Context: an optimization exercise on an open-source flow, tuned for small area and a short achievable clock period. The choices shown serve that exercise and are no tape-out recipe.
Only simulation tests tie the RTL to the original design; equivalence was not proved.
No activity file was given, so power comes from the tool's default toggle rates.

==> 07-14 <==
// SAD_cal
module SAD_cal(rstn,clk,din,refi,cal_en,sad,sad_val);
input rstn;
input clk;
input [1023:0] din;
input [1023:0] refi;
input cal_en;
output [15:0] sad;
output sad_val;
wire [7:0] p0 = din[7:0] ^ ~refi[7:0];
wire [7:0] g0 = din[7:0] & ~refi[7:0];
wire G10_0 = g0[1] | p0[1] & g0[0];
wire G32_0 = g0[3] | p0[3] & g0[2];  wire P32_0 = p0[3] & p0[2];
wire G54_0 = g0[5] | p0[5] & g0[4];  wire P54_0 = p0[5] & p0[4];
wire G76_0 = g0[7] | p0[7] & g0[6];  wire P76_0 = p0[7] & p0[6];
wire G20_0 = g0[2] | p0[2] & G10_0;
wire G30_0 = G32_0 | P32_0 & G10_0;
wire G64_0 = g0[6] | p0[6] & G54_0;  wire P64_0 = p0[6] & P54_0;
wire G74_0 = G76_0 | P76_0 & G54_0;  wire P74_0 = P76_0 & P54_0;
wire G40_0 = g0[4] | p0[4] & G30_0;
wire G50_0 = G54_0 | P54_0 & G30_0;
wire G60_0 = G64_0 | P64_0 & G30_0;
wire gt0 = G74_0 | P74_0 & G30_0;
wire [7:0] t0 = p0 ^ {G60_0, G50_0, G40_0, G30_0, G20_0, G10_0, g0[0], 1'b0};
wire [7:0] e0 = t0 ^ {8{~gt0}};
wire [7:0] p1 = din[15:8] ^ ~refi[15:8];
wire [7:0] g1 = din[15:8] & ~refi[15:8];
wire G10_1 = g1[1] | p1[1] & g1[0];
wire G32_1 = g1[3] | p1[3] & g1[2];  wire P32_1 = p1[3] & p1[2];
wire G54_1 = g1[5] | p1[5] & g1[4];  wire P54_1 = p1[5] & p1[4];
  ...
==> flow/config.mk <==
export PLATFORM = sky130hd
export DESIGN_NAME = SAD_cal
export DESIGN_NICKNAME = SAD_cal
export VERILOG_FILES = /design/flow/design.v
export SDC_FILE = /design/flow/constraint.sdc
export NUM_CORES = 4
export LEC_CHECK = 0
export CAP_MARGIN = 20
export CORE_AREA = 2 2 718 718
export DIE_AREA = 0 0 720 720
export PLACE_DENSITY = 0.6
export SETUP_SLACK_MARGIN = 0.6
export SLEW_MARGIN = 20
==> flow/constraint.sdc <==
create_clock -name core_clock -period 4.0 [get_ports {clk}]
set_input_delay 0.8000 -clock core_clock [delete_from_list [all_inputs] [get_ports {clk}]]
set_output_delay 0.8000 -clock core_clock [all_outputs]
set_load 0.01 [all_outputs]
standard.sh (not shown) runs the stock make flow with config.mk's settings and CLKGATE_MAP_FILE= SYNTH_SCRIPT=/design/flow/synth_recipe.tcl, a recipe that flattens the netlist after the stock synthesis.
==> flow/flow/run.sh <==
#!/bin/bash
# The standard layout (standard.sh), with plain buf_1 cells as the port buffers
# instead of the delay cells buffer_ports picks by default.
set -euo pipefail
export BUFFER_PORTS_ARGS="-buffer_cell sky130_fd_sc_hd__buf_1"
bash standard.sh > standard.log 2>&1
==> 08-13 (differences from 07-14) <==
- SETUP_SLACK_MARGIN: 0.6 -> default
==> impl_metrics.tcl <==
set metrics [dict create \
    status "complete, no violations" \
    reg2regPathDepth 8 \
    fin_util_pct 21.6 \
    antennaDiodeCount 356 \
    num-nonclk-buffers 2415 \
    crit_required_ns 4.70 \
    grt_util_all_layers_pct 26.1 \
    wl_per_cell_um 38.2 \
]
[end of results for 07-14]
==> impl_metrics.tcl <==
set metrics [dict create \
    status "complete, no violations" \
    multi_input_area_um2 64100 \
    antennaDiodeCount 354 \
    crit_required_ns 4.66 \
    reg2regPathDepth 6 \
    fin_util_pct 21.4 \
    wl_per_cell_um 38.0 \
    grt_util_all_layers_pct 26.0 \
]
[end of results for 08-13]


==> build 51 <==
Another version of the RTL of SAD_cal (not shown whole).
Settings: LEC_CHECK=0, CAP_MARGIN=20, CORE_AREA=12 12 468 468, DIE_AREA=0 0 480 480, PLACE_DENSITY=0.85, SETUP_SLACK_MARGIN=1.0, SLEW_MARGIN=20, SYNTH_HIERARCHICAL=1; clock period 4.0 ns.
==> flow/flow/run.sh <==
#!/bin/bash
# The standard layout (standard.sh) with three changes to how the layout is made:
#  - plain buf_1 cells as the port buffers instead of the delay cells buffer_ports picks;
#  - I/O pins allowed on every routing track of the die's edge, so the die can be smaller;
#  - the clock pin placed first (io_pre.tcl) in a stretch of edge kept free of other pins,
#    because the clock net's wider-spacing routing rule clashes with pins one track away.
set -euo pipefail
export BUFFER_PORTS_ARGS="-buffer_cell sky130_fd_sc_hd__buf_1"
export PLACE_PINS_ARGS="-min_distance 1 -min_distance_in_tracks -exclude top:225-255"
export PRE_IO_PLACEMENT_TCL="$PWD/flow/io_pre.tcl"
export ROUTING_LAYER_ADJUSTMENT=0.10
bash standard.sh > standard.log 2>&1
==> flow/flow/io_pre.tcl <==
# Clock pin in the middle of the top edge; place_pins keeps other pins out of top:225-255.
place_pin -pin_name clk -layer met2 -location {240 480} -pin_size {0.14 0.97} -force_to_die_boundary
==> trial 18 (differences from build 51) <==
Settings changed: PLACE_DENSITY 0.85 to 0.75.
==> run summary <==
                                                          trial 18       build 51
Detailed placement HPWL                                 373,000 um     395,000 um
Switching part of the total power                            49.4%          49.5%
Highest net fanout along the worst path                          1              6
Startpoint of the worst-slack reg-to-reg timing path  r974$_DFF_P_  r3170$_DFF_P_
Result of the run                 no timing/DRC/antenna violations  no timing/DRC/antenna violations
Critical Path Source Type                                flip-flop  primary input
Clock network power                                        11.6 mW        11.8 mW
Core occupancy in the finished layout                        53.6%          53.6%
Fmax                                                     0.396 GHz      0.389 GHz
Placed Cells                                                14,203         14,202
Met2 Resource Use GR                                         54.1%          57.9%
Via count of the first global-routing pass                  77,951         79,669
Count of vias placed by the detailed router                 77,162         78,584
Reg2Reg Depth                                                    3              4
Internal cell power                                        52.9 mW        53.4 mW
Power per Cell Area                                     944 mW/mm2     955 mW/mm2

port drivers added, routing unchanged:
No port has a modelled driver above. Below, the same layouts with a new extraction and two added sets of constraints.
Step 1: set_driving_cell puts a clkbuf_16 on clk and a buf_2 on each other input, an assumption about the parent block.
Step 2 also shifts input and output timing later by t, the mid clock arrival at the registers, as if the neighbouring blocks saw the same clock.
a / b / c = ideal ports / drivers / drivers and shift; a / b = the first two.
run	shift t [ns]	setup WS [ns]	worst hold slack (ns)	worst setup path at the end
07-14	0.942	0.650 / 0.575 / -0.367	0.335 / 0.279 / 0.335	input to register
08-13	0.932	0.509 / 0.365 / -0.567	0.123 / 0.065 / 0.326	input to register
build 51	0.813	1.428 / 1.457 / 0.644	0.148 / 0.141 / 0.327	input to register
trial 18	0.814	1.477 / 1.458 / 0.668	0.153 / 0.125 / 0.330	input to register
Met with ideal ports but missed after step 2: setup timing in 07-14 and 08-13. For 08-13, which loses most, drivers alone change the setup slack by -0.144 ns; drivers and shift together by -1.076 ns.
